This design comes from an exercise in tuning for small area on the open sky130 flow, not from production work.
Only simulation tests tie the RTL to the original design; equivalence was not proved.
Power is estimated from default activity; no workload was simulated.

==> flow/design.v <==
module Cajero_xor2(input a, b, output y); assign y = a ^ b; endmodule
module Cajero_xnor2(input a, b, output y); assign y = ~(a ^ b); endmodule
module Cajero_nand2(input a, b, output y); assign y = ~(a & b); endmodule
module Cajero_nor2(input a, b, output y); assign y = ~(a | b); endmodule
module Cajero_and2(input a, b, output y); assign y = a & b; endmodule
module Cajero_mux2i(input s, a0, a1, output y); assign y = ~(s ? a1 : a0); endmodule
module Cajero_a21oi(input a1, a2, b1, output y); assign y = ~((a1 & a2) | b1); endmodule
module Cajero_o21ai(input a1, a2, b1, output y); assign y = ~((a1 | a2) & b1); endmodule
module Cajero_a21o(input a1, a2, b1, output y); assign y = (a1 & a2) | b1; endmodule
module Cajero_a31o(input a1, a2, a3, b1, output y); assign y = (a1 & a2 & a3) | b1; endmodule
module Cajero_and4(input a, b, c, d, output y); assign y = a & b & c & d; endmodule
module Cajero_nor4(input a, b, c, d, output y); assign y = ~(a | b | c | d); endmodule
module Cajero_and4bb(input a_n, b_n, c, d, output y); assign y = ~a_n & ~b_n & c & d; endmodule
module Cajero(input Clk, Reset,
              input TARJETA_RECIBIDA, TIPO_TRANS,
              input [15:0] PIN,
              input DIGITO_STB, MONTO_STB,
              input [3:0] DIGITO,
              input [31:0] MONTO,
              input [63:0] BALANCE_INICIAL,
              output [63:0] BALANCE,
              output BALANCE_ACTUALIZADO, ENTREGAR_DINERO,
              output PIN_INCORRECTO, ADVERTENCIA, BLOQUEO, FONDOS_INSUFICIENTES);
    localparam S_IDLE = 3'd0, S_WAIT = 3'd1, S_AUTH = 3'd2, S_BLK = 3'd3,
               S_DEP  = 3'd4, S_WD   = 3'd5, S_NF   = 3'd6;
    reg [2:0]  st, nst;
    reg [2:0]  cnt, ncnt;       
    reg [1:0]  att, natt;       
    reg [31:0] amtn;            
    wire auth = (st == S_AUTH);
    wire sub  = (st == S_WD);
    wire inv_hi = auth | sub;   
    always @(posedge Clk, negedge Reset)
        if (~Reset) st <= S_IDLE;
        else        st <= nst;
    always @(posedge Clk) begin
        cnt <= ncnt;
        att <= natt;
    end
    wire [31:16] yn;            
    wire [15:0] y;              
    wire [15:0] dmux;           
    wire [15:0] eqb;            
    always @(posedge Clk) begin
        amtn[31:16] <= yn;
        if (auth | DIGITO_STB) amtn[15:0] <= dmux;
    end
    Cajero_xor2 u_y0 (.a(MONTO[0]), .b(TIPO_TRANS), .y(y[0]));
    Cajero_mux2i u_d0 (.s(auth), .a0(DIGITO[0]), .a1(y[0]), .y(dmux[0]));
    Cajero_xor2 u_e0 (.a(amtn[0]), .b(PIN[0]), .y(eqb[0]));
    Cajero_xor2 u_y1 (.a(MONTO[1]), .b(TIPO_TRANS), .y(y[1]));
    Cajero_mux2i u_d1 (.s(auth), .a0(DIGITO[1]), .a1(y[1]), .y(dmux[1]));
    Cajero_xor2 u_e1 (.a(amtn[1]), .b(PIN[1]), .y(eqb[1]));
    Cajero_xor2 u_y2 (.a(MONTO[2]), .b(TIPO_TRANS), .y(y[2]));
    Cajero_mux2i u_d2 (.s(auth), .a0(DIGITO[2]), .a1(y[2]), .y(dmux[2]));
    Cajero_xor2 u_e2 (.a(amtn[2]), .b(PIN[2]), .y(eqb[2]));
    Cajero_xor2 u_y3 (.a(MONTO[3]), .b(TIPO_TRANS), .y(y[3]));
    Cajero_mux2i u_d3 (.s(auth), .a0(DIGITO[3]), .a1(y[3]), .y(dmux[3]));
    Cajero_xor2 u_e3 (.a(amtn[3]), .b(PIN[3]), .y(eqb[3]));
    Cajero_xor2 u_y4 (.a(MONTO[4]), .b(TIPO_TRANS), .y(y[4]));
    Cajero_mux2i u_d4 (.s(auth), .a0(amtn[0]), .a1(y[4]), .y(dmux[4]));
    Cajero_xnor2 u_e4 (.a(amtn[4]), .b(PIN[4]), .y(eqb[4]));
    Cajero_xor2 u_y5 (.a(MONTO[5]), .b(TIPO_TRANS), .y(y[5]));
    Cajero_mux2i u_d5 (.s(auth), .a0(amtn[1]), .a1(y[5]), .y(dmux[5]));
    Cajero_xnor2 u_e5 (.a(amtn[5]), .b(PIN[5]), .y(eqb[5]));
    Cajero_xor2 u_y6 (.a(MONTO[6]), .b(TIPO_TRANS), .y(y[6]));
    Cajero_mux2i u_d6 (.s(auth), .a0(amtn[2]), .a1(y[6]), .y(dmux[6]));
    Cajero_xnor2 u_e6 (.a(amtn[6]), .b(PIN[6]), .y(eqb[6]));
    Cajero_xor2 u_y7 (.a(MONTO[7]), .b(TIPO_TRANS), .y(y[7]));
    Cajero_mux2i u_d7 (.s(auth), .a0(amtn[3]), .a1(y[7]), .y(dmux[7]));
    Cajero_xnor2 u_e7 (.a(amtn[7]), .b(PIN[7]), .y(eqb[7]));
    Cajero_xor2 u_y8 (.a(MONTO[8]), .b(TIPO_TRANS), .y(y[8]));
    Cajero_mux2i u_d8 (.s(auth), .a0(amtn[4]), .a1(y[8]), .y(dmux[8]));
    Cajero_xor2 u_e8 (.a(amtn[8]), .b(PIN[8]), .y(eqb[8]));
    Cajero_xor2 u_y9 (.a(MONTO[9]), .b(TIPO_TRANS), .y(y[9]));
    Cajero_mux2i u_d9 (.s(auth), .a0(amtn[5]), .a1(y[9]), .y(dmux[9]));
    Cajero_xor2 u_e9 (.a(amtn[9]), .b(PIN[9]), .y(eqb[9]));
    Cajero_xor2 u_y10 (.a(MONTO[10]), .b(TIPO_TRANS), .y(y[10]));
    Cajero_mux2i u_d10 (.s(auth), .a0(amtn[6]), .a1(y[10]), .y(dmux[10]));
    Cajero_xor2 u_e10 (.a(amtn[10]), .b(PIN[10]), .y(eqb[10]));
    Cajero_xor2 u_y11 (.a(MONTO[11]), .b(TIPO_TRANS), .y(y[11]));
    Cajero_mux2i u_d11 (.s(auth), .a0(amtn[7]), .a1(y[11]), .y(dmux[11]));
    Cajero_xor2 u_e11 (.a(amtn[11]), .b(PIN[11]), .y(eqb[11]));
    Cajero_xor2 u_y12 (.a(MONTO[12]), .b(TIPO_TRANS), .y(y[12]));
    Cajero_mux2i u_d12 (.s(auth), .a0(amtn[8]), .a1(y[12]), .y(dmux[12]));
    Cajero_xnor2 u_e12 (.a(amtn[12]), .b(PIN[12]), .y(eqb[12]));
    Cajero_xor2 u_y13 (.a(MONTO[13]), .b(TIPO_TRANS), .y(y[13]));
    Cajero_mux2i u_d13 (.s(auth), .a0(amtn[9]), .a1(y[13]), .y(dmux[13]));
    Cajero_xnor2 u_e13 (.a(amtn[13]), .b(PIN[13]), .y(eqb[13]));
    Cajero_xor2 u_y14 (.a(MONTO[14]), .b(TIPO_TRANS), .y(y[14]));
    Cajero_mux2i u_d14 (.s(auth), .a0(amtn[10]), .a1(y[14]), .y(dmux[14]));
    Cajero_xnor2 u_e14 (.a(amtn[14]), .b(PIN[14]), .y(eqb[14]));
    Cajero_xor2 u_y15 (.a(MONTO[15]), .b(TIPO_TRANS), .y(y[15]));
    Cajero_mux2i u_d15 (.s(auth), .a0(amtn[11]), .a1(y[15]), .y(dmux[15]));
    Cajero_xnor2 u_e15 (.a(amtn[15]), .b(PIN[15]), .y(eqb[15]));
    Cajero_xnor2 u_y16 (.a(MONTO[16]), .b(TIPO_TRANS), .y(yn[16]));
    Cajero_xnor2 u_y17 (.a(MONTO[17]), .b(TIPO_TRANS), .y(yn[17]));
    Cajero_xnor2 u_y18 (.a(MONTO[18]), .b(TIPO_TRANS), .y(yn[18]));
    Cajero_xnor2 u_y19 (.a(MONTO[19]), .b(TIPO_TRANS), .y(yn[19]));
    Cajero_xnor2 u_y20 (.a(MONTO[20]), .b(TIPO_TRANS), .y(yn[20]));
    Cajero_xnor2 u_y21 (.a(MONTO[21]), .b(TIPO_TRANS), .y(yn[21]));
    Cajero_xnor2 u_y22 (.a(MONTO[22]), .b(TIPO_TRANS), .y(yn[22]));
    Cajero_xnor2 u_y23 (.a(MONTO[23]), .b(TIPO_TRANS), .y(yn[23]));
    Cajero_xnor2 u_y24 (.a(MONTO[24]), .b(TIPO_TRANS), .y(yn[24]));
    Cajero_xnor2 u_y25 (.a(MONTO[25]), .b(TIPO_TRANS), .y(yn[25]));
    Cajero_xnor2 u_y26 (.a(MONTO[26]), .b(TIPO_TRANS), .y(yn[26]));
    Cajero_xnor2 u_y27 (.a(MONTO[27]), .b(TIPO_TRANS), .y(yn[27]));
    Cajero_xnor2 u_y28 (.a(MONTO[28]), .b(TIPO_TRANS), .y(yn[28]));
    Cajero_xnor2 u_y29 (.a(MONTO[29]), .b(TIPO_TRANS), .y(yn[29]));
    Cajero_xnor2 u_y30 (.a(MONTO[30]), .b(TIPO_TRANS), .y(yn[30]));
    Cajero_xnor2 u_y31 (.a(MONTO[31]), .b(TIPO_TRANS), .y(yn[31]));
    wire [31:0] a = BALANCE_INICIAL[31:0];
    wire [31:0] b;              
    wire [31:0] p;              
    wire [31:0] g;              
    wire [31:0] gn;             
    wire [32:0] c;              
    wire [31:0] sl;
    wire [4:0] bc;              
    assign bc[0] = sub;
    Cajero_mux2i u_b0 (.s(auth), .a0(amtn[0]), .a1(MONTO[0]), .y(b[0]));
    Cajero_xor2 u_p0 (.a(a[0]), .b(b[0]), .y(p[0]));
    Cajero_and2 u_g0 (.a(a[0]), .b(b[0]), .y(g[0]));
    Cajero_mux2i u_b1 (.s(auth), .a0(amtn[1]), .a1(MONTO[1]), .y(b[1]));
    Cajero_xnor2 u_p1 (.a(a[1]), .b(b[1]), .y(p[1]));
    Cajero_nand2 u_g1 (.a(a[1]), .b(b[1]), .y(gn[1]));
    Cajero_mux2i u_b2 (.s(auth), .a0(amtn[2]), .a1(MONTO[2]), .y(b[2]));
    Cajero_xor2 u_p2 (.a(a[2]), .b(b[2]), .y(p[2]));
    Cajero_and2 u_g2 (.a(a[2]), .b(b[2]), .y(g[2]));
    Cajero_mux2i u_b3 (.s(auth), .a0(amtn[3]), .a1(MONTO[3]), .y(b[3]));
    Cajero_xnor2 u_p3 (.a(a[3]), .b(b[3]), .y(p[3]));
    Cajero_nand2 u_g3 (.a(a[3]), .b(b[3]), .y(gn[3]));
    Cajero_mux2i u_b4 (.s(auth), .a0(amtn[4]), .a1(MONTO[4]), .y(b[4]));
    Cajero_xor2 u_p4 (.a(a[4]), .b(b[4]), .y(p[4]));
    Cajero_and2 u_g4 (.a(a[4]), .b(b[4]), .y(g[4]));
    Cajero_mux2i u_b5 (.s(auth), .a0(amtn[5]), .a1(MONTO[5]), .y(b[5]));
    Cajero_xnor2 u_p5 (.a(a[5]), .b(b[5]), .y(p[5]));
    Cajero_nand2 u_g5 (.a(a[5]), .b(b[5]), .y(gn[5]));
    Cajero_mux2i u_b6 (.s(auth), .a0(amtn[6]), .a1(MONTO[6]), .y(b[6]));
    Cajero_xor2 u_p6 (.a(a[6]), .b(b[6]), .y(p[6]));
    Cajero_and2 u_g6 (.a(a[6]), .b(b[6]), .y(g[6]));
    Cajero_mux2i u_b7 (.s(auth), .a0(amtn[7]), .a1(MONTO[7]), .y(b[7]));
    Cajero_xnor2 u_p7 (.a(a[7]), .b(b[7]), .y(p[7]));
    Cajero_nand2 u_g7 (.a(a[7]), .b(b[7]), .y(gn[7]));
    Cajero_mux2i u_b8 (.s(auth), .a0(amtn[8]), .a1(MONTO[8]), .y(b[8]));
    Cajero_xor2 u_p8 (.a(a[8]), .b(b[8]), .y(p[8]));
    Cajero_and2 u_g8 (.a(a[8]), .b(b[8]), .y(g[8]));
    Cajero_mux2i u_b9 (.s(auth), .a0(amtn[9]), .a1(MONTO[9]), .y(b[9]));
    Cajero_xnor2 u_p9 (.a(a[9]), .b(b[9]), .y(p[9]));
    Cajero_nand2 u_g9 (.a(a[9]), .b(b[9]), .y(gn[9]));
    Cajero_mux2i u_b10 (.s(auth), .a0(amtn[10]), .a1(MONTO[10]), .y(b[10]));
    Cajero_xor2 u_p10 (.a(a[10]), .b(b[10]), .y(p[10]));
    Cajero_and2 u_g10 (.a(a[10]), .b(b[10]), .y(g[10]));
    Cajero_mux2i u_b11 (.s(auth), .a0(amtn[11]), .a1(MONTO[11]), .y(b[11]));
    Cajero_xnor2 u_p11 (.a(a[11]), .b(b[11]), .y(p[11]));
    Cajero_nand2 u_g11 (.a(a[11]), .b(b[11]), .y(gn[11]));
    Cajero_mux2i u_b12 (.s(auth), .a0(amtn[12]), .a1(MONTO[12]), .y(b[12]));
    Cajero_xor2 u_p12 (.a(a[12]), .b(b[12]), .y(p[12]));
    Cajero_and2 u_g12 (.a(a[12]), .b(b[12]), .y(g[12]));
    Cajero_mux2i u_b13 (.s(auth), .a0(amtn[13]), .a1(MONTO[13]), .y(b[13]));
    Cajero_xnor2 u_p13 (.a(a[13]), .b(b[13]), .y(p[13]));
    Cajero_nand2 u_g13 (.a(a[13]), .b(b[13]), .y(gn[13]));
    Cajero_mux2i u_b14 (.s(auth), .a0(amtn[14]), .a1(MONTO[14]), .y(b[14]));
    Cajero_xor2 u_p14 (.a(a[14]), .b(b[14]), .y(p[14]));
    Cajero_and2 u_g14 (.a(a[14]), .b(b[14]), .y(g[14]));
    Cajero_mux2i u_b15 (.s(auth), .a0(amtn[15]), .a1(MONTO[15]), .y(b[15]));
    Cajero_xnor2 u_p15 (.a(a[15]), .b(b[15]), .y(p[15]));
    Cajero_nand2 u_g15 (.a(a[15]), .b(b[15]), .y(gn[15]));
    Cajero_mux2i u_b16 (.s(auth), .a0(amtn[16]), .a1(MONTO[16]), .y(b[16]));
    Cajero_xor2 u_p16 (.a(a[16]), .b(b[16]), .y(p[16]));
    Cajero_and2 u_g16 (.a(a[16]), .b(b[16]), .y(g[16]));
    Cajero_mux2i u_b17 (.s(auth), .a0(amtn[17]), .a1(MONTO[17]), .y(b[17]));
    Cajero_xnor2 u_p17 (.a(a[17]), .b(b[17]), .y(p[17]));
    Cajero_nand2 u_g17 (.a(a[17]), .b(b[17]), .y(gn[17]));
    Cajero_mux2i u_b18 (.s(auth), .a0(amtn[18]), .a1(MONTO[18]), .y(b[18]));
    Cajero_xor2 u_p18 (.a(a[18]), .b(b[18]), .y(p[18]));
    Cajero_and2 u_g18 (.a(a[18]), .b(b[18]), .y(g[18]));
    Cajero_mux2i u_b19 (.s(auth), .a0(amtn[19]), .a1(MONTO[19]), .y(b[19]));
    Cajero_xnor2 u_p19 (.a(a[19]), .b(b[19]), .y(p[19]));
    Cajero_nand2 u_g19 (.a(a[19]), .b(b[19]), .y(gn[19]));
    Cajero_mux2i u_b20 (.s(auth), .a0(amtn[20]), .a1(MONTO[20]), .y(b[20]));
    Cajero_xor2 u_p20 (.a(a[20]), .b(b[20]), .y(p[20]));
    Cajero_and2 u_g20 (.a(a[20]), .b(b[20]), .y(g[20]));
    Cajero_mux2i u_b21 (.s(auth), .a0(amtn[21]), .a1(MONTO[21]), .y(b[21]));
    Cajero_xnor2 u_p21 (.a(a[21]), .b(b[21]), .y(p[21]));
    Cajero_nand2 u_g21 (.a(a[21]), .b(b[21]), .y(gn[21]));
    Cajero_mux2i u_b22 (.s(auth), .a0(amtn[22]), .a1(MONTO[22]), .y(b[22]));
    Cajero_xor2 u_p22 (.a(a[22]), .b(b[22]), .y(p[22]));
    Cajero_and2 u_g22 (.a(a[22]), .b(b[22]), .y(g[22]));
    Cajero_mux2i u_b23 (.s(auth), .a0(amtn[23]), .a1(MONTO[23]), .y(b[23]));
    Cajero_xnor2 u_p23 (.a(a[23]), .b(b[23]), .y(p[23]));
    Cajero_nand2 u_g23 (.a(a[23]), .b(b[23]), .y(gn[23]));
    Cajero_mux2i u_b24 (.s(auth), .a0(amtn[24]), .a1(MONTO[24]), .y(b[24]));
    Cajero_xor2 u_p24 (.a(a[24]), .b(b[24]), .y(p[24]));
    Cajero_and2 u_g24 (.a(a[24]), .b(b[24]), .y(g[24]));
    Cajero_mux2i u_b25 (.s(auth), .a0(amtn[25]), .a1(MONTO[25]), .y(b[25]));
    Cajero_xnor2 u_p25 (.a(a[25]), .b(b[25]), .y(p[25]));
    Cajero_nand2 u_g25 (.a(a[25]), .b(b[25]), .y(gn[25]));
    Cajero_mux2i u_b26 (.s(auth), .a0(amtn[26]), .a1(MONTO[26]), .y(b[26]));
    Cajero_xor2 u_p26 (.a(a[26]), .b(b[26]), .y(p[26]));
    Cajero_and2 u_g26 (.a(a[26]), .b(b[26]), .y(g[26]));
    Cajero_mux2i u_b27 (.s(auth), .a0(amtn[27]), .a1(MONTO[27]), .y(b[27]));
    Cajero_xnor2 u_p27 (.a(a[27]), .b(b[27]), .y(p[27]));
    Cajero_nand2 u_g27 (.a(a[27]), .b(b[27]), .y(gn[27]));
    Cajero_mux2i u_b28 (.s(auth), .a0(amtn[28]), .a1(MONTO[28]), .y(b[28]));
    Cajero_xor2 u_p28 (.a(a[28]), .b(b[28]), .y(p[28]));
    Cajero_and2 u_g28 (.a(a[28]), .b(b[28]), .y(g[28]));
    Cajero_mux2i u_b29 (.s(auth), .a0(amtn[29]), .a1(MONTO[29]), .y(b[29]));
    Cajero_xnor2 u_p29 (.a(a[29]), .b(b[29]), .y(p[29]));
    Cajero_nand2 u_g29 (.a(a[29]), .b(b[29]), .y(gn[29]));
    Cajero_mux2i u_b30 (.s(auth), .a0(amtn[30]), .a1(MONTO[30]), .y(b[30]));
    Cajero_xor2 u_p30 (.a(a[30]), .b(b[30]), .y(p[30]));
    Cajero_and2 u_g30 (.a(a[30]), .b(b[30]), .y(g[30]));
    Cajero_mux2i u_b31 (.s(auth), .a0(amtn[31]), .a1(MONTO[31]), .y(b[31]));
    Cajero_xnor2 u_p31 (.a(a[31]), .b(b[31]), .y(p[31]));
    Cajero_nand2 u_g31 (.a(a[31]), .b(b[31]), .y(gn[31]));
    assign c[0] = bc[0];
    Cajero_a21oi u_c0 (.a1(p[0]), .a2(c[0]), .b1(g[0]), .y(c[1]));
    Cajero_o21ai u_c1 (.a1(p[1]), .a2(c[1]), .b1(gn[1]), .y(c[2]));
    Cajero_a21oi u_c2 (.a1(p[2]), .a2(c[2]), .b1(g[2]), .y(c[3]));
    Cajero_o21ai u_c3 (.a1(p[3]), .a2(c[3]), .b1(gn[3]), .y(c[4]));
    Cajero_a21oi u_c4 (.a1(p[4]), .a2(c[4]), .b1(g[4]), .y(c[5]));
    Cajero_o21ai u_c5 (.a1(p[5]), .a2(c[5]), .b1(gn[5]), .y(c[6]));
    Cajero_a21oi u_c6 (.a1(p[6]), .a2(c[6]), .b1(g[6]), .y(c[7]));
    Cajero_o21ai u_c7 (.a1(p[7]), .a2(c[7]), .b1(gn[7]), .y(c[8]));
    assign bc[1] = c[8];
    Cajero_a21oi u_c8 (.a1(p[8]), .a2(c[8]), .b1(g[8]), .y(c[9]));
    Cajero_o21ai u_c9 (.a1(p[9]), .a2(c[9]), .b1(gn[9]), .y(c[10]));
    Cajero_a21oi u_c10 (.a1(p[10]), .a2(c[10]), .b1(g[10]), .y(c[11]));
    Cajero_o21ai u_c11 (.a1(p[11]), .a2(c[11]), .b1(gn[11]), .y(c[12]));
    Cajero_a21oi u_c12 (.a1(p[12]), .a2(c[12]), .b1(g[12]), .y(c[13]));
    Cajero_o21ai u_c13 (.a1(p[13]), .a2(c[13]), .b1(gn[13]), .y(c[14]));
    Cajero_a21oi u_c14 (.a1(p[14]), .a2(c[14]), .b1(g[14]), .y(c[15]));
    wire [8:1] h1;
    Cajero_nand2 u_h1_0 (.a(a[8]), .b(b[8]), .y(h1[1]));
    Cajero_o21ai u_h1_1 (.a1(p[9]), .a2(h1[1]), .b1(gn[9]), .y(h1[2]));
    Cajero_a21oi u_h1_2 (.a1(p[10]), .a2(h1[2]), .b1(g[10]), .y(h1[3]));
    Cajero_o21ai u_h1_3 (.a1(p[11]), .a2(h1[3]), .b1(gn[11]), .y(h1[4]));
    Cajero_a21oi u_h1_4 (.a1(p[12]), .a2(h1[4]), .b1(g[12]), .y(h1[5]));
    Cajero_o21ai u_h1_5 (.a1(p[13]), .a2(h1[5]), .b1(gn[13]), .y(h1[6]));
    Cajero_a21oi u_h1_6 (.a1(p[14]), .a2(h1[6]), .b1(g[14]), .y(h1[7]));
    Cajero_o21ai u_h1_7 (.a1(p[15]), .a2(h1[7]), .b1(gn[15]), .y(h1[8]));
    wire pe1, po1;
    Cajero_and4 u_pe1 (.a(p[8]), .b(p[10]), .c(p[12]), .d(p[14]), .y(pe1));
    Cajero_nor4 u_po1 (.a(p[9]), .b(p[11]), .c(p[13]), .d(p[15]), .y(po1));
    Cajero_a31o u_bc1 (.a1(pe1), .a2(po1), .a3(bc[1]), .b1(h1[8]), .y(bc[2]));
    assign c[16] = bc[2];
    Cajero_a21oi u_c16 (.a1(p[16]), .a2(c[16]), .b1(g[16]), .y(c[17]));
    Cajero_o21ai u_c17 (.a1(p[17]), .a2(c[17]), .b1(gn[17]), .y(c[18]));
    Cajero_a21oi u_c18 (.a1(p[18]), .a2(c[18]), .b1(g[18]), .y(c[19]));
    Cajero_o21ai u_c19 (.a1(p[19]), .a2(c[19]), .b1(gn[19]), .y(c[20]));
    Cajero_a21oi u_c20 (.a1(p[20]), .a2(c[20]), .b1(g[20]), .y(c[21]));
    Cajero_o21ai u_c21 (.a1(p[21]), .a2(c[21]), .b1(gn[21]), .y(c[22]));
    Cajero_a21oi u_c22 (.a1(p[22]), .a2(c[22]), .b1(g[22]), .y(c[23]));
    wire [8:1] h2;
    Cajero_nand2 u_h2_0 (.a(a[16]), .b(b[16]), .y(h2[1]));
    Cajero_o21ai u_h2_1 (.a1(p[17]), .a2(h2[1]), .b1(gn[17]), .y(h2[2]));
    Cajero_a21oi u_h2_2 (.a1(p[18]), .a2(h2[2]), .b1(g[18]), .y(h2[3]));
    Cajero_o21ai u_h2_3 (.a1(p[19]), .a2(h2[3]), .b1(gn[19]), .y(h2[4]));
    Cajero_a21oi u_h2_4 (.a1(p[20]), .a2(h2[4]), .b1(g[20]), .y(h2[5]));
    Cajero_o21ai u_h2_5 (.a1(p[21]), .a2(h2[5]), .b1(gn[21]), .y(h2[6]));
    Cajero_a21oi u_h2_6 (.a1(p[22]), .a2(h2[6]), .b1(g[22]), .y(h2[7]));
    Cajero_o21ai u_h2_7 (.a1(p[23]), .a2(h2[7]), .b1(gn[23]), .y(h2[8]));
    wire pe2, po2;
    Cajero_and4 u_pe2 (.a(p[16]), .b(p[18]), .c(p[20]), .d(p[22]), .y(pe2));
    Cajero_nor4 u_po2 (.a(p[17]), .b(p[19]), .c(p[21]), .d(p[23]), .y(po2));
    Cajero_a31o u_bc2 (.a1(pe2), .a2(po2), .a3(bc[2]), .b1(h2[8]), .y(bc[3]));
    assign c[24] = bc[3];
    Cajero_a21oi u_c24 (.a1(p[24]), .a2(c[24]), .b1(g[24]), .y(c[25]));
    Cajero_o21ai u_c25 (.a1(p[25]), .a2(c[25]), .b1(gn[25]), .y(c[26]));
    Cajero_a21oi u_c26 (.a1(p[26]), .a2(c[26]), .b1(g[26]), .y(c[27]));
    Cajero_o21ai u_c27 (.a1(p[27]), .a2(c[27]), .b1(gn[27]), .y(c[28]));
    Cajero_a21oi u_c28 (.a1(p[28]), .a2(c[28]), .b1(g[28]), .y(c[29]));
    Cajero_o21ai u_c29 (.a1(p[29]), .a2(c[29]), .b1(gn[29]), .y(c[30]));
    Cajero_a21oi u_c30 (.a1(p[30]), .a2(c[30]), .b1(g[30]), .y(c[31]));
    wire [8:1] h3;
    Cajero_nand2 u_h3_0 (.a(a[24]), .b(b[24]), .y(h3[1]));
    Cajero_o21ai u_h3_1 (.a1(p[25]), .a2(h3[1]), .b1(gn[25]), .y(h3[2]));
    Cajero_a21oi u_h3_2 (.a1(p[26]), .a2(h3[2]), .b1(g[26]), .y(h3[3]));
    Cajero_o21ai u_h3_3 (.a1(p[27]), .a2(h3[3]), .b1(gn[27]), .y(h3[4]));
    Cajero_a21oi u_h3_4 (.a1(p[28]), .a2(h3[4]), .b1(g[28]), .y(h3[5]));
    Cajero_o21ai u_h3_5 (.a1(p[29]), .a2(h3[5]), .b1(gn[29]), .y(h3[6]));
    Cajero_a21oi u_h3_6 (.a1(p[30]), .a2(h3[6]), .b1(g[30]), .y(h3[7]));
    Cajero_o21ai u_h3_7 (.a1(p[31]), .a2(h3[7]), .b1(gn[31]), .y(h3[8]));
    wire pe3, po3;
    Cajero_and4 u_pe3 (.a(p[24]), .b(p[26]), .c(p[28]), .d(p[30]), .y(pe3));
    Cajero_nor4 u_po3 (.a(p[25]), .b(p[27]), .c(p[29]), .d(p[31]), .y(po3));
    Cajero_a31o u_bc3 (.a1(pe3), .a2(po3), .a3(bc[3]), .b1(h3[8]), .y(bc[4]));
    Cajero_xor2 u_s0 (.a(p[0]), .b(c[0]), .y(sl[0]));
    Cajero_xor2 u_s1 (.a(p[1]), .b(c[1]), .y(sl[1]));
    Cajero_xor2 u_s2 (.a(p[2]), .b(c[2]), .y(sl[2]));
    Cajero_xor2 u_s3 (.a(p[3]), .b(c[3]), .y(sl[3]));
    Cajero_xor2 u_s4 (.a(p[4]), .b(c[4]), .y(sl[4]));
    Cajero_xor2 u_s5 (.a(p[5]), .b(c[5]), .y(sl[5]));
    Cajero_xor2 u_s6 (.a(p[6]), .b(c[6]), .y(sl[6]));
    Cajero_xor2 u_s7 (.a(p[7]), .b(c[7]), .y(sl[7]));
    Cajero_xor2 u_s8 (.a(p[8]), .b(c[8]), .y(sl[8]));
    Cajero_xor2 u_s9 (.a(p[9]), .b(c[9]), .y(sl[9]));
    Cajero_xor2 u_s10 (.a(p[10]), .b(c[10]), .y(sl[10]));
    Cajero_xor2 u_s11 (.a(p[11]), .b(c[11]), .y(sl[11]));
    Cajero_xor2 u_s12 (.a(p[12]), .b(c[12]), .y(sl[12]));
    Cajero_xor2 u_s13 (.a(p[13]), .b(c[13]), .y(sl[13]));
    Cajero_xor2 u_s14 (.a(p[14]), .b(c[14]), .y(sl[14]));
    Cajero_xor2 u_s15 (.a(p[15]), .b(c[15]), .y(sl[15]));
    Cajero_xor2 u_s16 (.a(p[16]), .b(c[16]), .y(sl[16]));
    Cajero_xor2 u_s17 (.a(p[17]), .b(c[17]), .y(sl[17]));
    Cajero_xor2 u_s18 (.a(p[18]), .b(c[18]), .y(sl[18]));
    Cajero_xor2 u_s19 (.a(p[19]), .b(c[19]), .y(sl[19]));
    Cajero_xor2 u_s20 (.a(p[20]), .b(c[20]), .y(sl[20]));
    Cajero_xor2 u_s21 (.a(p[21]), .b(c[21]), .y(sl[21]));
    Cajero_xor2 u_s22 (.a(p[22]), .b(c[22]), .y(sl[22]));
    Cajero_xor2 u_s23 (.a(p[23]), .b(c[23]), .y(sl[23]));
    Cajero_xor2 u_s24 (.a(p[24]), .b(c[24]), .y(sl[24]));
    Cajero_xor2 u_s25 (.a(p[25]), .b(c[25]), .y(sl[25]));
    Cajero_xor2 u_s26 (.a(p[26]), .b(c[26]), .y(sl[26]));
    Cajero_xor2 u_s27 (.a(p[27]), .b(c[27]), .y(sl[27]));
    Cajero_xor2 u_s28 (.a(p[28]), .b(c[28]), .y(sl[28]));
    Cajero_xor2 u_s29 (.a(p[29]), .b(c[29]), .y(sl[29]));
    Cajero_xor2 u_s30 (.a(p[30]), .b(c[30]), .y(sl[30]));
    Cajero_xor2 u_s31 (.a(p[31]), .b(c[31]), .y(sl[31]));
    wire c32 = bc[4];
    wire [31:0] ah = BALANCE_INICIAL[63:32];
    wire cc, ccn;               
    wire [32:0] q;              
    wire [31:0] x;              
    wire [31:1] t;              
    wire [31:0] sh;
    Cajero_xor2 u_cc (.a(c32), .b(sub), .y(cc));
    Cajero_xnor2 u_ccn (.a(c32), .b(sub), .y(ccn));
    Cajero_xor2 u_x0 (.a(ah[0]), .b(inv_hi), .y(x[0]));
    assign q[1] = x[0];
    Cajero_xor2 u_sh0 (.a(ah[0]), .b(cc), .y(sh[0]));
    Cajero_xor2 u_x1 (.a(ah[1]), .b(inv_hi), .y(x[1]));
    Cajero_nand2 u_q1 (.a(q[1]), .b(x[1]), .y(q[2]));
    Cajero_nand2 u_t1 (.a(q[1]), .b(cc), .y(t[1]));
    Cajero_xnor2 u_sh1 (.a(ah[1]), .b(t[1]), .y(sh[1]));
    Cajero_xnor2 u_x2 (.a(ah[2]), .b(inv_hi), .y(x[2]));
    Cajero_nor2 u_q2 (.a(q[2]), .b(x[2]), .y(q[3]));
    Cajero_nor2 u_t2 (.a(q[2]), .b(ccn), .y(t[2]));
    Cajero_xor2 u_sh2 (.a(ah[2]), .b(t[2]), .y(sh[2]));
    Cajero_xor2 u_x3 (.a(ah[3]), .b(inv_hi), .y(x[3]));
    Cajero_nand2 u_q3 (.a(q[3]), .b(x[3]), .y(q[4]));
    Cajero_nand2 u_t3 (.a(q[3]), .b(cc), .y(t[3]));
    Cajero_xnor2 u_sh3 (.a(ah[3]), .b(t[3]), .y(sh[3]));
    Cajero_xnor2 u_x4 (.a(ah[4]), .b(inv_hi), .y(x[4]));
    Cajero_nor2 u_q4 (.a(q[4]), .b(x[4]), .y(q[5]));
    Cajero_nor2 u_t4 (.a(q[4]), .b(ccn), .y(t[4]));
    Cajero_xor2 u_sh4 (.a(ah[4]), .b(t[4]), .y(sh[4]));
    Cajero_xor2 u_x5 (.a(ah[5]), .b(inv_hi), .y(x[5]));
    Cajero_nand2 u_q5 (.a(q[5]), .b(x[5]), .y(q[6]));
    Cajero_nand2 u_t5 (.a(q[5]), .b(cc), .y(t[5]));
    Cajero_xnor2 u_sh5 (.a(ah[5]), .b(t[5]), .y(sh[5]));
    Cajero_xnor2 u_x6 (.a(ah[6]), .b(inv_hi), .y(x[6]));
    Cajero_nor2 u_q6 (.a(q[6]), .b(x[6]), .y(q[7]));
    Cajero_nor2 u_t6 (.a(q[6]), .b(ccn), .y(t[6]));
    Cajero_xor2 u_sh6 (.a(ah[6]), .b(t[6]), .y(sh[6]));
    Cajero_xor2 u_x7 (.a(ah[7]), .b(inv_hi), .y(x[7]));
    Cajero_nand2 u_q7 (.a(q[7]), .b(x[7]), .y(q[8]));
    Cajero_nand2 u_t7 (.a(q[7]), .b(cc), .y(t[7]));
    Cajero_xnor2 u_sh7 (.a(ah[7]), .b(t[7]), .y(sh[7]));
    Cajero_xnor2 u_x8 (.a(ah[8]), .b(inv_hi), .y(x[8]));
    Cajero_nor2 u_q8 (.a(q[8]), .b(x[8]), .y(q[9]));
    Cajero_nor2 u_t8 (.a(q[8]), .b(ccn), .y(t[8]));
    Cajero_xor2 u_sh8 (.a(ah[8]), .b(t[8]), .y(sh[8]));
    Cajero_xor2 u_x9 (.a(ah[9]), .b(inv_hi), .y(x[9]));
    Cajero_nand2 u_q9 (.a(q[9]), .b(x[9]), .y(q[10]));
    Cajero_nand2 u_t9 (.a(q[9]), .b(cc), .y(t[9]));
    Cajero_xnor2 u_sh9 (.a(ah[9]), .b(t[9]), .y(sh[9]));
    Cajero_xnor2 u_x10 (.a(ah[10]), .b(inv_hi), .y(x[10]));
    Cajero_nor2 u_q10 (.a(q[10]), .b(x[10]), .y(q[11]));
    Cajero_nor2 u_t10 (.a(q[10]), .b(ccn), .y(t[10]));
    Cajero_xor2 u_sh10 (.a(ah[10]), .b(t[10]), .y(sh[10]));
    Cajero_xor2 u_x11 (.a(ah[11]), .b(inv_hi), .y(x[11]));
    Cajero_nand2 u_q11 (.a(q[11]), .b(x[11]), .y(q[12]));
    Cajero_nand2 u_t11 (.a(q[11]), .b(cc), .y(t[11]));
    Cajero_xnor2 u_sh11 (.a(ah[11]), .b(t[11]), .y(sh[11]));
    Cajero_xnor2 u_x12 (.a(ah[12]), .b(inv_hi), .y(x[12]));
    Cajero_nor2 u_q12 (.a(q[12]), .b(x[12]), .y(q[13]));
    Cajero_nor2 u_t12 (.a(q[12]), .b(ccn), .y(t[12]));
    Cajero_xor2 u_sh12 (.a(ah[12]), .b(t[12]), .y(sh[12]));
    Cajero_xor2 u_x13 (.a(ah[13]), .b(inv_hi), .y(x[13]));
    Cajero_nand2 u_q13 (.a(q[13]), .b(x[13]), .y(q[14]));
    Cajero_nand2 u_t13 (.a(q[13]), .b(cc), .y(t[13]));
    Cajero_xnor2 u_sh13 (.a(ah[13]), .b(t[13]), .y(sh[13]));
    Cajero_xnor2 u_x14 (.a(ah[14]), .b(inv_hi), .y(x[14]));
    Cajero_nor2 u_q14 (.a(q[14]), .b(x[14]), .y(q[15]));
    Cajero_nor2 u_t14 (.a(q[14]), .b(ccn), .y(t[14]));
    Cajero_xor2 u_sh14 (.a(ah[14]), .b(t[14]), .y(sh[14]));
    Cajero_xor2 u_x15 (.a(ah[15]), .b(inv_hi), .y(x[15]));
    Cajero_nand2 u_q15 (.a(q[15]), .b(x[15]), .y(q[16]));
    Cajero_nand2 u_t15 (.a(q[15]), .b(cc), .y(t[15]));
    Cajero_xnor2 u_sh15 (.a(ah[15]), .b(t[15]), .y(sh[15]));
    Cajero_xnor2 u_x16 (.a(ah[16]), .b(inv_hi), .y(x[16]));
    Cajero_nor2 u_q16 (.a(q[16]), .b(x[16]), .y(q[17]));
    Cajero_nor2 u_t16 (.a(q[16]), .b(ccn), .y(t[16]));
    Cajero_xor2 u_sh16 (.a(ah[16]), .b(t[16]), .y(sh[16]));
    Cajero_xor2 u_x17 (.a(ah[17]), .b(inv_hi), .y(x[17]));
    Cajero_nand2 u_q17 (.a(q[17]), .b(x[17]), .y(q[18]));
    Cajero_nand2 u_t17 (.a(q[17]), .b(cc), .y(t[17]));
    Cajero_xnor2 u_sh17 (.a(ah[17]), .b(t[17]), .y(sh[17]));
    Cajero_xnor2 u_x18 (.a(ah[18]), .b(inv_hi), .y(x[18]));
    Cajero_nor2 u_q18 (.a(q[18]), .b(x[18]), .y(q[19]));
    Cajero_nor2 u_t18 (.a(q[18]), .b(ccn), .y(t[18]));
    Cajero_xor2 u_sh18 (.a(ah[18]), .b(t[18]), .y(sh[18]));
    Cajero_xor2 u_x19 (.a(ah[19]), .b(inv_hi), .y(x[19]));
    Cajero_nand2 u_q19 (.a(q[19]), .b(x[19]), .y(q[20]));
    Cajero_nand2 u_t19 (.a(q[19]), .b(cc), .y(t[19]));
    Cajero_xnor2 u_sh19 (.a(ah[19]), .b(t[19]), .y(sh[19]));
    Cajero_xnor2 u_x20 (.a(ah[20]), .b(inv_hi), .y(x[20]));
    Cajero_nor2 u_q20 (.a(q[20]), .b(x[20]), .y(q[21]));
    Cajero_nor2 u_t20 (.a(q[20]), .b(ccn), .y(t[20]));
    Cajero_xor2 u_sh20 (.a(ah[20]), .b(t[20]), .y(sh[20]));
    Cajero_xor2 u_x21 (.a(ah[21]), .b(inv_hi), .y(x[21]));
    Cajero_nand2 u_q21 (.a(q[21]), .b(x[21]), .y(q[22]));
    Cajero_nand2 u_t21 (.a(q[21]), .b(cc), .y(t[21]));
    Cajero_xnor2 u_sh21 (.a(ah[21]), .b(t[21]), .y(sh[21]));
    Cajero_xnor2 u_x22 (.a(ah[22]), .b(inv_hi), .y(x[22]));
    Cajero_nor2 u_q22 (.a(q[22]), .b(x[22]), .y(q[23]));
    Cajero_nor2 u_t22 (.a(q[22]), .b(ccn), .y(t[22]));
    Cajero_xor2 u_sh22 (.a(ah[22]), .b(t[22]), .y(sh[22]));
    Cajero_xor2 u_x23 (.a(ah[23]), .b(inv_hi), .y(x[23]));
    Cajero_nand2 u_q23 (.a(q[23]), .b(x[23]), .y(q[24]));
    Cajero_nand2 u_t23 (.a(q[23]), .b(cc), .y(t[23]));
    Cajero_xnor2 u_sh23 (.a(ah[23]), .b(t[23]), .y(sh[23]));
    Cajero_xnor2 u_x24 (.a(ah[24]), .b(inv_hi), .y(x[24]));
    Cajero_nor2 u_q24 (.a(q[24]), .b(x[24]), .y(q[25]));
    Cajero_nor2 u_t24 (.a(q[24]), .b(ccn), .y(t[24]));
    Cajero_xor2 u_sh24 (.a(ah[24]), .b(t[24]), .y(sh[24]));
    Cajero_xor2 u_x25 (.a(ah[25]), .b(inv_hi), .y(x[25]));
    Cajero_nand2 u_q25 (.a(q[25]), .b(x[25]), .y(q[26]));
    Cajero_nand2 u_t25 (.a(q[25]), .b(cc), .y(t[25]));
    Cajero_xnor2 u_sh25 (.a(ah[25]), .b(t[25]), .y(sh[25]));
    Cajero_xnor2 u_x26 (.a(ah[26]), .b(inv_hi), .y(x[26]));
    Cajero_nor2 u_q26 (.a(q[26]), .b(x[26]), .y(q[27]));
    Cajero_nor2 u_t26 (.a(q[26]), .b(ccn), .y(t[26]));
    Cajero_xor2 u_sh26 (.a(ah[26]), .b(t[26]), .y(sh[26]));
    Cajero_xor2 u_x27 (.a(ah[27]), .b(inv_hi), .y(x[27]));
    Cajero_nand2 u_q27 (.a(q[27]), .b(x[27]), .y(q[28]));
    Cajero_nand2 u_t27 (.a(q[27]), .b(cc), .y(t[27]));
    Cajero_xnor2 u_sh27 (.a(ah[27]), .b(t[27]), .y(sh[27]));
    Cajero_xnor2 u_x28 (.a(ah[28]), .b(inv_hi), .y(x[28]));
    Cajero_nor2 u_q28 (.a(q[28]), .b(x[28]), .y(q[29]));
    Cajero_nor2 u_t28 (.a(q[28]), .b(ccn), .y(t[28]));
    Cajero_xor2 u_sh28 (.a(ah[28]), .b(t[28]), .y(sh[28]));
    Cajero_xor2 u_x29 (.a(ah[29]), .b(inv_hi), .y(x[29]));
    Cajero_nand2 u_q29 (.a(q[29]), .b(x[29]), .y(q[30]));
    Cajero_nand2 u_t29 (.a(q[29]), .b(cc), .y(t[29]));
    Cajero_xnor2 u_sh29 (.a(ah[29]), .b(t[29]), .y(sh[29]));
    Cajero_xnor2 u_x30 (.a(ah[30]), .b(inv_hi), .y(x[30]));
    Cajero_nor2 u_q30 (.a(q[30]), .b(x[30]), .y(q[31]));
    Cajero_nor2 u_t30 (.a(q[30]), .b(ccn), .y(t[30]));
    Cajero_xor2 u_sh30 (.a(ah[30]), .b(t[30]), .y(sh[30]));
    Cajero_xor2 u_x31 (.a(ah[31]), .b(inv_hi), .y(x[31]));
    Cajero_nand2 u_q31 (.a(q[31]), .b(x[31]), .y(q[32]));
    Cajero_nand2 u_t31 (.a(q[31]), .b(cc), .y(t[31]));
    Cajero_xnor2 u_sh31 (.a(ah[31]), .b(t[31]), .y(sh[31]));
    assign q[0] = 1'b1;
    assign BALANCE = {sh, sl};
    wire gt = q[32] | c32;
    wire eq = &eqb;
    wire waiting = (st == S_WAIT);
    wire four = cnt[2] & ~cnt[0];
    wire check = waiting & four;
    assign PIN_INCORRECTO       = check & ~eq;
    assign ADVERTENCIA          = PIN_INCORRECTO & att[0];
    assign BLOQUEO              = (st == S_BLK);
    assign BALANCE_ACTUALIZADO  = (st == S_DEP) | (st == S_WD);
    assign ENTREGAR_DINERO      = sub;
    assign FONDOS_INSUFICIENTES = (st == S_NF);
    always @* begin
        ncnt = 3'b000;
        natt = 2'b00;
        if (waiting) begin
            ncnt = four ? 3'b000 : DIGITO_STB ? {cnt[1:0], ~cnt[2]} : cnt;
            natt = four ? {att[0], ~(att[0] | att[1])} : att;
        end
    end
    always @* begin
        nst = st;
        case (st)
            S_IDLE: if (TARJETA_RECIBIDA) nst = S_WAIT;
            S_WAIT: if (four) begin
                        if (eq) nst = S_AUTH;
                        else if (att[1]) nst = S_BLK;
                    end
            S_AUTH: if (MONTO_STB) nst = TIPO_TRANS ? (gt ? S_WD : S_NF) : S_DEP;
            S_BLK: nst = S_BLK;
            default: nst = S_IDLE;
        endcase
    end
endmodule
==> flow/flow/run.sh <==
#!/bin/bash
set -euo pipefail
W=$(pwd)
bash standard.sh "SYNTH_SCRIPT=$W/flow/synth_area.tcl" \
  "BUFFER_PORTS_ARGS=-buffer_cell sky130_fd_sc_hd__buf_1" \
  "CTS_ARGS=-sink_clustering_enable -repair_clock_nets -buf_list sky130_fd_sc_hd__clkbuf_8 -dont_use_dummy_load" \
  finish > "$W/flow_make.log" 2>&1
==> flow/flow/abc_amap.script <==
strash
dch -f
amap
==> flow/flow/leafmap.v <==
// Maps the design's one-gate modules (Cajero_<gate>) to the library gate of the same function.
module Cajero_xor2  (input a, b, output y);          sky130_fd_sc_hd__xor2_1  _TECHMAP_REPLACE_ (.A(a), .B(b), .X(y)); endmodule
module Cajero_xnor2 (input a, b, output y);          sky130_fd_sc_hd__xnor2_1 _TECHMAP_REPLACE_ (.A(a), .B(b), .Y(y)); endmodule
module Cajero_nand2 (input a, b, output y);          sky130_fd_sc_hd__nand2_1 _TECHMAP_REPLACE_ (.A(a), .B(b), .Y(y)); endmodule
module Cajero_nor2  (input a, b, output y);          sky130_fd_sc_hd__nor2_1  _TECHMAP_REPLACE_ (.A(a), .B(b), .Y(y)); endmodule
module Cajero_and2  (input a, b, output y);          sky130_fd_sc_hd__and2_1  _TECHMAP_REPLACE_ (.A(a), .B(b), .X(y)); endmodule
module Cajero_mux2i (input s, a0, a1, output y);     sky130_fd_sc_hd__mux2i_1 _TECHMAP_REPLACE_ (.S(s), .A0(a0), .A1(a1), .Y(y)); endmodule
module Cajero_a21oi (input a1, a2, b1, output y);    sky130_fd_sc_hd__a21oi_1 _TECHMAP_REPLACE_ (.A1(a1), .A2(a2), .B1(b1), .Y(y)); endmodule
module Cajero_o21ai (input a1, a2, b1, output y);    sky130_fd_sc_hd__o21ai_0 _TECHMAP_REPLACE_ (.A1(a1), .A2(a2), .B1(b1), .Y(y)); endmodule
module Cajero_a21o  (input a1, a2, b1, output y);    sky130_fd_sc_hd__a21o_1  _TECHMAP_REPLACE_ (.A1(a1), .A2(a2), .B1(b1), .X(y)); endmodule
module Cajero_a31o  (input a1, a2, a3, b1, output y); sky130_fd_sc_hd__a31o_1 _TECHMAP_REPLACE_ (.A1(a1), .A2(a2), .A3(a3), .B1(b1), .X(y)); endmodule
module Cajero_and4  (input a, b, c, d, output y);    sky130_fd_sc_hd__and4_1  _TECHMAP_REPLACE_ (.A(a), .B(b), .C(c), .D(d), .X(y)); endmodule
module Cajero_nor4  (input a, b, c, d, output y);    sky130_fd_sc_hd__nor4_1  _TECHMAP_REPLACE_ (.A(a), .B(b), .C(c), .D(d), .Y(y)); endmodule
module Cajero_and4bb(input a_n, b_n, c, d, output y); sky130_fd_sc_hd__and4bb_1 _TECHMAP_REPLACE_ (.A_N(a_n), .B_N(b_n), .C(c), .D(d), .X(y)); endmodule
==> flow/flow/synth_area.tcl <==
set my_dir [file dirname [file normalize [info script]]]
set leaf_mapped 0
proc hierarchy {args} {
  yosys hierarchy {*}$args
  if { !$::leaf_mapped } {
    set ::leaf_mapped 1
    yosys techmap -map $::my_dir/leafmap.v
  }
}
proc extract_fa {args} { puts "extract_fa skipped" }
proc abc {args} {
  set i [lsearch -exact $args -script]
  if { $i >= 0 } { set args [lreplace $args $i [expr {$i + 1}] -script $::my_dir/abc_amap.script] }
  puts "abc $args"
  yosys abc {*}$args
}
source [file join [file dirname $my_dir] synth_recipe.tcl]
==> flow/standard.sh <==
#!/bin/bash
# synth_recipe.tcl (not shown) runs the flow's synth.tcl, then flattens the netlist and writes it again
# the make line also repeats each setting of config.mk as NAME=value (left out here)
make -C /OpenROAD-flow-scripts/flow DESIGN_CONFIG=/design/flow/config.mk WORK_HOME=/design/flow/orfs CLKGATE_MAP_FILE= SYNTH_SCRIPT=/design/flow/synth_recipe.tcl "${@:-finish}"
==> flow/config.mk <==
export PLATFORM = sky130hd
export DESIGN_NAME = Cajero
export DESIGN_NICKNAME = Cajero
export VERILOG_FILES = /design/flow/design.v
export SDC_FILE = /design/flow/constraint.sdc
export NUM_CORES = 4
export LEC_CHECK = 0
export CAP_MARGIN = 20
export CORE_MARGIN = 2
export CORE_UTILIZATION = 40
export SLEW_MARGIN = 20
==> flow/constraint.sdc <==
create_clock -name core_clock -period 8.0 [get_ports {Clk}]
set_input_delay 1.6000 -clock core_clock [delete_from_list [all_inputs] [get_ports {Clk}]]
set_output_delay 1.6000 -clock core_clock [all_outputs]
set_load 0.01 [all_outputs]
==> results of run 1 <==
==> state kept, by name, indices dropped and copies added, names as in the netlist <==
signal / count
st: 3
att: 2
amtn: 32
cnt: 3
==> cell families after synthesis <==
family / Yosys count / share of synthesized area
compound gates: 65 / 0.09011
mux: 48 / 0.1201
flops: 40 / 0.2441
simple gates: 131 / 0.1455
buf+inv: 11 / 0.01033
xor+xnor: 178 / 0.3899
==> area by class of cell <==
class	instances	area, µm²
clock buffer	5	68.82
fill	1043	4697
inverter	11	42.54
multi-input combinational	422	3000
sequential	40	975.9
tap	133	166.4
timing repair buffer	199	778.2
==> cell usage after synthesis <==
| cell type | n |
|---|---|
| a31o_1 | 4 |
| dfrtp_1 | 3 |
| xor2_1 | 106 |
| dfxtp_1 | 21 |
| mux2i_1 | 48 |
| nand4_1 | 4 |
| edfxtp_1 | 16 |
| nand2_1 | 53 |
| nor3_1 | 8 |
| a31oi_1 | 1 |
| a21oi_1 | 26 |
| o21ai_0 | 28 |
| clkinv_1 | 11 |
| a22oi_1 | 3 |
| nor2_1 | 41 |
| and2_1 | 16 |
| o41ai_1 | 1 |
| xnor2_1 | 72 |
| or2_0 | 3 |
| and4_1 | 3 |
| a311oi_1 | 2 |
| nor4_1 | 3 |
==> worst max path at each step <==
stage / cells past startpoint / endpoint
after floorplan: 36 / BALANCE[63]
after global placement: 22 / BALANCE[31]
after detailed placement: 22 / BALANCE[31]
after CTS: 22 / BALANCE[31]
after global routing: 22 / BALANCE[31]
final: 22 / BALANCE[31]
==> power groups by stage <==
stage          registers, mW  logic, mW  clock network (mW)
3_3_place_gp           0.259      0.318                   0
2_1_floorplan          0.256      0.206                   0
5_1_grt                0.259      0.359               0.139
4_1_cts                0.256      0.324               0.129
6_report               0.255      0.323               0.126
3_5_place_dp           0.260      0.322                   0
==> metrics by stage <==
stage	power, mW	worst slack [ns]
CTS	0.7090	0.3885
floorplan	0.4618	0.009031
detailed placement	0.5817	0.3977
finish	0.7049	0.5797
global route	0.7572	0.05049
global placement	0.5766	0.5723
==> critical path: cells and delay by family <==
family | cells | cell delay (ns)
compound gates | 17 | 3.48
xor+xnor | 2 | 0.29
buf+inv | 2 | 0.26
mux | 1 | 0.20
==> timing repair <==
item,CTS,global route
resized for setup,0,2
setup endpoints to repair,0,2
setup buffers,0,0
hold buffers,0,0
==> metal layers <==
layer  track usage  vias up  part of all wire
li1              -     2007                 -
met1        0.2425     1753              0.44
met4       0.04730        0             0.018
met3       0.05451       17             0.070
met2        0.3285      123              0.47
met5             0        -                 0
==> flow_metrics.py, run 1 <==
metrics = {
    "sta": {
        "max-slew-margin-rel": 0.4987,
        "hold_viol": 0,
        "tightest_slew_ns": 0.7501,
        "hold_ws_ns": 0.4884,
        "rsz0062_at_grt": "no",
        "fin_skew_ns": 0.02625,
        "slew_viol_final": 0,
        "tns_ns": 0,
        "fin_crit_sh": 0.9275,
        "setup_viol": 0,
        "min_period_ns": 7.420,
        "clock.fmax_mhz": 134.8,
    },
    "placement": {
        "gp_congestion": 0.8870,
        "placed_area_um2": 4964,
        "port_buffers": 191,
        "hpwl_um": 8763,
        "place_inst": 805,
    },
    "global_route": {
        "grt_pass1_wl_um": 17480,
        "grt_max_degree": 40,
        "grt-ovfl-total": 0,
        "track_usage": 0.1935,
        "grt_pass1_vias": 3756,
        "antenna_found_initial": 0,
    },
    "synth": {
        "synth_seq_area_share": 0.2441,
        "synth_cell_types": 22,
        "syn_area_um2": 3999,
        "synth_area_leader_cell": "xor2_1",
        "ys_ff_latch": 40,
        "netlist_instances": 473,
        "syn_nets": 595,
        "syn_area_per_cell_um2": 8.454,
        "synthTopCellsByArea": "xor2_1, xnor2_1, mux2i_1, edfxtp_1, dfxtp_1",
        "yosysWarnings": 1,
        "yosysTopAreaCellShare": 0.2322,
    },
    "critical_path": {
        "worstPathArrival_ns": 5.82,
        "crit_path_start": "MONTO[0]",
        "reg2reg_from": "st[1]$_DFFE_PN0P_",
        "r2r_slack_ns": 2.39,
        "reg2reg_depth": 40,
        "cp_max_fo": 3,
        "required_ns": 6.40,
        "path_class": "primary input to primary output",
        "crit_path_max_incr_delay_ns": 0.29,
        "endpoint_kind": "primary output",
        "crit_path_cell_trace": "buf_1 > mux2i_1 > xor2_1 > a21oi_1 > o21ai_1 > a21oi_1 > o21ai_0 > a21oi_1 > o21ai_1 > a21oi_1 > o21ai_0 > a31o_1 > a31o_1 > a21oi_1 > o21ai_0 > a21oi_1 > o21ai_0 > a21oi_1 > o21ai_0 > a21oi_1 > xor2_1 > buf_1",
        "regToRegEndpoint": "st[0]$_DFFE_PN0P_",
        "crit_slowest_cell": "a21oi_1",
        "cp_common_cell": "a21oi_1",
        "cp-start-kind": "primary input",
    },
    "clocking": {
        "clk_pin_slew_worst_paths_ns": 0.09,
        "cts.sinks": 40,
        "tritoncts": "yes",
        "htreeDepth": 2,
        "ctsLongestPathBuffers": 2,
        "cts_buffers": 5,
        "clk_latency_ns": 0.30,
        "cts-root-buf": "clkbuf_8",
    },
    "worst_hold_path": {
        "hold_end": "cnt[2]$_SDFFE_PP0P_",
        "hold_path_startpoint": "cnt[1]$_SDFFE_PP0P_",
        "hold_depth": 2,
        "hold_class": "register to register",
    },
    "floorplanning": {
        "ios": 192,
        "die_w_um": 104.0,
        "rows": 36,
        "core-area_um2": 9729,
        "die_y_um": 104.0,
        "initial_core_util": 0.4110,
        "dieArea_um2": 10810,
    },
    "power_and_ir_drop": {
        "switching_share": 0.4017,
        "ir_drop_mv": 0.07767,
        "power_density_nw_per_um2": 140.1,
        "cellInternalPower_uw": 421.8,
        "leakagePower_nw": 1.734,
        "power.switching_uw": 283.2,
        "p_seq_frac": 0.362,
        "pwr-share-clk": 0.179,
        "combPwrFrac": 0.458,
    },
    "layout": {
        "fin_util": 0.5172,
        "diodes": 0,
        "mostFrequentLayoutCells": "buf_1, xor2_1, xnor2_1",
        "final_common_cell": "buf_1",
        "fin_cells": 810,
        "design_area_um2": 5032,
        "fin_nets": 801,
        "area_delta_synth_final_pct": 25.84,
        "drive_above_1_share": 0.02659,
    },
    "run": {
        "maxCapViolations": 0,
    },
    "detailed_routing": {
        "drt_iter0_markers": 100,
        "drt_wl_total_um": 10820,
        "firstDrtPassIters": 4,
        "post_drt_wl_per_cell_um": 13.36,
        "vias_per_cell": 4.815,
        "ant_nets": 0,
        "drc": 0,
        "vias": 3900,
    },
    "run_status": {
        "status": "timing/DRC/antenna clean",
    },
}
==> run 2, diff against run 1 <==
--- a/flow/design.v
+++ b/flow/design.v
@@ -21,29 +21,28 @@
               output [63:0] BALANCE,
               output BALANCE_ACTUALIZADO, ENTREGAR_DINERO,
               output PIN_INCORRECTO, ADVERTENCIA, BLOQUEO, FONDOS_INSUFICIENTES);
-    localparam S_IDLE = 3'd0, S_WAIT = 3'd1, S_AUTH = 3'd2, S_BLK = 3'd3,
-               S_DEP  = 3'd4, S_WD   = 3'd5, S_NF   = 3'd6;
+    localparam S_IDLE = 3'b000, S_WAIT = 3'b001, S_AUTH = 3'b011, S_BLK = 3'b010,
+               S_DEP  = 3'b110, S_WD   = 3'b111, S_NF   = 3'b101;
     reg [2:0]  st, nst;
-    reg [2:0]  cnt, ncnt;       
-    reg [1:0]  att, natt;       
     reg [31:0] amtn;            
+    wire [2:0] cnt = amtn[18:16];   
+    wire [1:0] att = amtn[20:19];   
+    reg  [2:0] ncnt;
+    reg  [1:0] natt;
     wire auth = (st == S_AUTH);
     wire sub  = (st == S_WD);
     wire inv_hi = auth | sub;   
     always @(posedge Clk, negedge Reset)
         if (~Reset) st <= S_IDLE;
         else        st <= nst;
-    always @(posedge Clk) begin
-        cnt <= ncnt;
-        att <= natt;
-    end
-    wire [31:16] yn;            
-    wire [15:0] y;              
-    wire [15:0] dmux;           
+    wire [31:21] yn;            
+    wire [20:0] y;              
+    wire [20:0] dmux;           
     wire [15:0] eqb;            
+    wire [20:16] nctr = ~{natt, ncnt};
     always @(posedge Clk) begin
-        amtn[31:16] <= yn;
-        if (auth | DIGITO_STB) amtn[15:0] <= dmux;
+        amtn[31:16] <= {yn, dmux[20:16]};
+        if (auth | DIGITO_STB) amtn[15:0] <= dmux[15:0];
     end
     Cajero_xor2 u_y0 (.a(MONTO[0]), .b(TIPO_TRANS), .y(y[0]));
     Cajero_mux2i u_d0 (.s(auth), .a0(DIGITO[0]), .a1(y[0]), .y(dmux[0]));
@@ -93,11 +92,16 @@
     Cajero_xor2 u_y15 (.a(MONTO[15]), .b(TIPO_TRANS), .y(y[15]));
     Cajero_mux2i u_d15 (.s(auth), .a0(amtn[11]), .a1(y[15]), .y(dmux[15]));
     Cajero_xnor2 u_e15 (.a(amtn[15]), .b(PIN[15]), .y(eqb[15]));
-    Cajero_xnor2 u_y16 (.a(MONTO[16]), .b(TIPO_TRANS), .y(yn[16]));
-    Cajero_xnor2 u_y17 (.a(MONTO[17]), .b(TIPO_TRANS), .y(yn[17]));
-    Cajero_xnor2 u_y18 (.a(MONTO[18]), .b(TIPO_TRANS), .y(yn[18]));
-    Cajero_xnor2 u_y19 (.a(MONTO[19]), .b(TIPO_TRANS), .y(yn[19]));
-    Cajero_xnor2 u_y20 (.a(MONTO[20]), .b(TIPO_TRANS), .y(yn[20]));
+    Cajero_xor2 u_y16 (.a(MONTO[16]), .b(TIPO_TRANS), .y(y[16]));
+    Cajero_mux2i u_d16 (.s(auth), .a0(nctr[16]), .a1(y[16]), .y(dmux[16]));
+    Cajero_xor2 u_y17 (.a(MONTO[17]), .b(TIPO_TRANS), .y(y[17]));
+    Cajero_mux2i u_d17 (.s(auth), .a0(nctr[17]), .a1(y[17]), .y(dmux[17]));
+    Cajero_xor2 u_y18 (.a(MONTO[18]), .b(TIPO_TRANS), .y(y[18]));
+    Cajero_mux2i u_d18 (.s(auth), .a0(nctr[18]), .a1(y[18]), .y(dmux[18]));
+    Cajero_xor2 u_y19 (.a(MONTO[19]), .b(TIPO_TRANS), .y(y[19]));
+    Cajero_mux2i u_d19 (.s(auth), .a0(nctr[19]), .a1(y[19]), .y(dmux[19]));
+    Cajero_xor2 u_y20 (.a(MONTO[20]), .b(TIPO_TRANS), .y(y[20]));
+    Cajero_mux2i u_d20 (.s(auth), .a0(nctr[20]), .a1(y[20]), .y(dmux[20]));
     Cajero_xnor2 u_y21 (.a(MONTO[21]), .b(TIPO_TRANS), .y(yn[21]));
     Cajero_xnor2 u_y22 (.a(MONTO[22]), .b(TIPO_TRANS), .y(yn[22]));
     Cajero_xnor2 u_y23 (.a(MONTO[23]), .b(TIPO_TRANS), .y(yn[23]));
--- a/flow/flow/leafmap.v
+++ b/flow/flow/leafmap.v
@@ -6,7 +6,7 @@
 module Cajero_and2  (input a, b, output y);          sky130_fd_sc_hd__and2_1  _TECHMAP_REPLACE_ (.A(a), .B(b), .X(y)); endmodule
 module Cajero_mux2i (input s, a0, a1, output y);     sky130_fd_sc_hd__mux2i_1 _TECHMAP_REPLACE_ (.S(s), .A0(a0), .A1(a1), .Y(y)); endmodule
 module Cajero_a21oi (input a1, a2, b1, output y);    sky130_fd_sc_hd__a21oi_1 _TECHMAP_REPLACE_ (.A1(a1), .A2(a2), .B1(b1), .Y(y)); endmodule
-module Cajero_o21ai (input a1, a2, b1, output y);    sky130_fd_sc_hd__o21ai_0 _TECHMAP_REPLACE_ (.A1(a1), .A2(a2), .B1(b1), .Y(y)); endmodule
+module Cajero_o21ai (input a1, a2, b1, output y);    sky130_fd_sc_hd__o21ai_1 _TECHMAP_REPLACE_ (.A1(a1), .A2(a2), .B1(b1), .Y(y)); endmodule
 module Cajero_a21o  (input a1, a2, b1, output y);    sky130_fd_sc_hd__a21o_1  _TECHMAP_REPLACE_ (.A1(a1), .A2(a2), .B1(b1), .X(y)); endmodule
 module Cajero_a31o  (input a1, a2, a3, b1, output y); sky130_fd_sc_hd__a31o_1 _TECHMAP_REPLACE_ (.A1(a1), .A2(a2), .A3(a3), .B1(b1), .X(y)); endmodule
 module Cajero_and4  (input a, b, c, d, output y);    sky130_fd_sc_hd__and4_1  _TECHMAP_REPLACE_ (.A(a), .B(b), .C(c), .D(d), .X(y)); endmodule
--- a/flow/config.mk
+++ b/flow/config.mk
@@ -7,5 +7,5 @@
 export LEC_CHECK = 0
 export CAP_MARGIN = 20
 export CORE_MARGIN = 2
-export CORE_UTILIZATION = 40
+export CORE_UTILIZATION = 65
 export SLEW_MARGIN = 20
==> flow_metrics.py, run 2 <==
metrics = {
    "clocking": {
        "ctsLongestPathBuffers": 2,
        "postCtsHoldBufs": 0,
        "htreeDepth": 2,
        "tritoncts": "yes",
        "cts_buffers": 5,
        "cts.sinks": 35,
        "cts-root-buf": "clkbuf_8",
        "clk_pin_slew_worst_paths_ns": 0.05,
        "clk_latency_ns": 0.29,
    },
    "sta": {
        "setup_viol": 0,
        "fin_skew_ns": 0.01720,
        "rsz0062_at_grt": "no",
        "fin_crit_sh": 0.9420,
        "tightest_slew_ns": 0.9446,
        "worst_slack_ns": 0.4643,
        "hold_viol": 0,
        "max-slew-margin-rel": 0.3644,
        "tns_ns": 0,
        "slew_viol_final": 0,
        "min_period_ns": 7.536,
        "clock.fmax_mhz": 132.7,
    },
    "power_and_ir_drop": {
        "cellInternalPower_uw": 644.0,
        "pwr-share-clk": 0.089,
        "power.switching_uw": 637.1,
        "p_seq_frac": 0.217,
        "switching_share": 0.4973,
        "combPwrFrac": 0.694,
        "ir_drop_mv": 0.1931,
        "power_density_nw_per_um2": 261.1,
        "leakagePower_nw": 1.705,
    },
    "detailed_routing": {
        "drt_wl_total_um": 10340,
        "drc": 0,
        "ant_nets": 0,
        "post_drt_wl_per_cell_um": 13.81,
        "vias": 3997,
        "drt_iter0_markers": 188,
        "vias_per_cell": 5.336,
        "firstDrtPassIters": 5,
    },
    "critical_path": {
        "crit_path_max_incr_delay_ns": 0.19,
        "cp_common_cell": "nand2_1",
        "worstPathArrival_ns": 5.94,
        "critPathTopFamily": "simple AND/OR/NAND/NOR gates",
        "required_ns": 6.40,
        "path_class": "primary input to primary output",
        "cp_max_fo": 2,
        "endpoint_kind": "primary output",
        "cp.buffers_inverters": 2,
        "crit_slowest_cell": "xor2_1",
        "cp-start-kind": "primary input",
    },
    "synth": {
        "synth.most_common_cell": "xor2_1",
        "yosysTopAreaCellShare": 0.2464,
        "synth.area.mux_share": 0.1345,
        "syn_area_um2": 3945,
        "syn_nets": 595,
        "synth_fa_ha_area_frac": 0,
        "netlist_instances": 473,
        "yosysWarnings": 1,
        "synthSimpleGateAreaFrac": 0.1510,
        "synth_seq_area_share": 0.2220,
        "async_flop_share": 0.08571,
        "synth-xor-area-share": 0.3952,
        "ys_ff_latch": 35,
        "synth_compound_area_frac": 0.08690,
        "synth_edf_count": 16,
        "synth_ff_type": "edfxtp_1",
        "synth_top_family_by_area": "XOR/XNOR gates",
        "yosys-top-cells-count": "xor2_1, xnor2_1, nand2_1, mux2i_1, nor2_1",
        "syn_area_per_cell_um2": 8.340,
        "synth_cell_types": 24,
        "synth_area_leader_cell": "xor2_1",
        "synthTopCellsByArea": "xor2_1, xnor2_1, mux2i_1, edfxtp_1, dfxtp_1",
    },
    "layout": {
        "area_delta_synth_final_pct": 24.39,
        "final_common_cell": "buf_1",
        "top_register": "amtn",
        "fin_nets": 798,
        "largest_register_ff_count": 32,
        "mostFrequentLayoutCells": "buf_1, xor2_1, xnor2_1",
        "top_regs": "amtn (32), st (3)",
        "diodes": 0,
        "drive_above_1_share": 0.02374,
    },
    "floorplanning": {
        "rows": 28,
        "die_y_um": 81.91,
        "core-area_um2": 5886,
        "dieArea_um2": 6708,
        "die_w_um": 81.91,
        "ios": 192,
        "initial_core_util": 0.6703,
    },
    "placement": {
        "pre_cts_slack_ns": 0.5307,
        "port_buffers": 191,
        "gp_congestion": 0.9080,
        "hpwl_um": 8559,
    },
    "global_route": {
        "grt_pass1_wl_um": 15800,
        "grt_max_degree": 47,
        "grt_pass1_vias": 3701,
        "grt-ovfl-total": 0,
        "track_usage": 0.3025,
        "antenna_found_initial": 0,
    },
    "run_status": {
        "status": "timing/DRC/antenna clean",
    },
    "run": {
        "maxCapViolations": 0,
    },
    "worst_hold_path": {
        "hold_class": "register to register",
    },
}
run 2: per-stage QoR:
stage | cell area (µm²) | power [mW] | utilization | std cells | hold WS, ns
after floorplan | 3961 | 0.9085 | - | 473 | 0.5424
after global placement | 4823 | 1.137 | 0.8195 | 744 | 0.5766
after detailed placement | 4823 | 1.162 | 0.8195 | 744 | 0.5929
after CTS | 4892 | 1.282 | 0.8312 | 749 | 0.6013
after global routing | 4907 | 1.395 | 0.8338 | 749 | 0.6457
final | 4907 | 1.281 | 0.8338 | 749 | 0.6031
run 2: timing repair:
item	in CTS	in global routing
setup endpoints to repair	0	1
setup buffers	0	0
gates resized for setup	0	1
run 2: kinds of logic after synthesis:
family | count (synthesis)
simple gates | 134
flops | 35
compound gates | 62
xor+xnor | 178
buf+inv | 11
mux | 53
run 2: layer usage:
| metal | GRT usage | wire length [µm] | up-vias |
|---|---|---|---|
| met4 | 0.1183 | 195 | 0 |
| met2 | 0.5585 | 5214 | 166 |
| met5 | 0 | 0 | - |
| met3 | 0.07692 | 879 | 21 |
| li1 | - | - | 2008 |
| met1 | 0.3277 | 4052 | 1802 |
run 2: worst reg2reg max path: cells and delay by family (launching register included):
family / cells / cell delay, ns
AND/OR/NAND/NOR: 34 / 3.93
buffers and inverters: 2 / 0.62
flip-flops: 1 / 0.38
AO/OA/AOI/OAI: 2 / 0.26
XOR/XNOR: 1 / 0.24
run 2: area by class of cell:
cell class	instances	area, µm²
Tap cell	75	93.84
Inverter	11	42.54
Multi-Input combinational cell	427	3058
Fill cell	428	978.4
Timing Repair Buffer	196	768.2
Sequential cell	35	875.8
Clock buffer	5	68.82
run 2: power by group through the flow:
| stage | clock [mW] | sequential, mW | combinational [mW] |
|---|---|---|---|
| after detailed placement | 0 | 0.282 | 0.880 |
| after global placement | 0 | 0.280 | 0.857 |
| after CTS | 0.117 | 0.279 | 0.887 |
| after global routing | 0.126 | 0.285 | 0.984 |
| after floorplan | 0 | 0.271 | 0.637 |
| final | 0.114 | 0.278 | 0.889 |
run 2: worst paths after layout:
path,slack [ns],from,endpoint,cells after the start
max in group asynchronous,6.72,Reset,st[2]$_DFFE_PN0P_,1
setup reg to reg,2.47,st[1]$_DFFE_PN0P_,st[1]$_DFFE_PN0P_,39
hold reg to reg,0.60,amtn[19]$_DFF_P_,amtn[19]$_DFF_P_,2
min in group asynchronous,1.10,Reset,st[0]$_DFFE_PN0P_,1
setup / recovery,0.46,BALANCE_INICIAL[32],BALANCE[63],35
hold / removal,0.60,amtn[19]$_DFF_P_,amtn[19]$_DFF_P_,2

-- afterwards: timing with drivers on the ports --
The results above use ideal ports. As a check the final layouts listed here were re-extracted and re-timed, cells and wires unchanged. Step 1: set_driving_cell puts a clkbuf_16 on Clk and a buf_2 on each other input, an assumption about the parent block. Step 2 times the ports against the registers' clock, not the clock port: input delays grow and output delays shrink by t, the midpoint of the rising clock arrivals with the driver on. Three values: ideal ports, drivers, drivers and shift; two values: the first two.
run	t, ns	setup WS [ns]	latest minus earliest clock arrival (ns)
run 1	0.316	0.580 / 0.549 / 0.549	0.026 / 0.026
run 2	0.308	0.464 / 0.442 / 0.442	0.017 / 0.017
After both steps setup and hold are still met in every run listed. The setup slack of run 1, which loses most, moves by -0.031 ns with the drivers and by -0.031 ns with both steps.
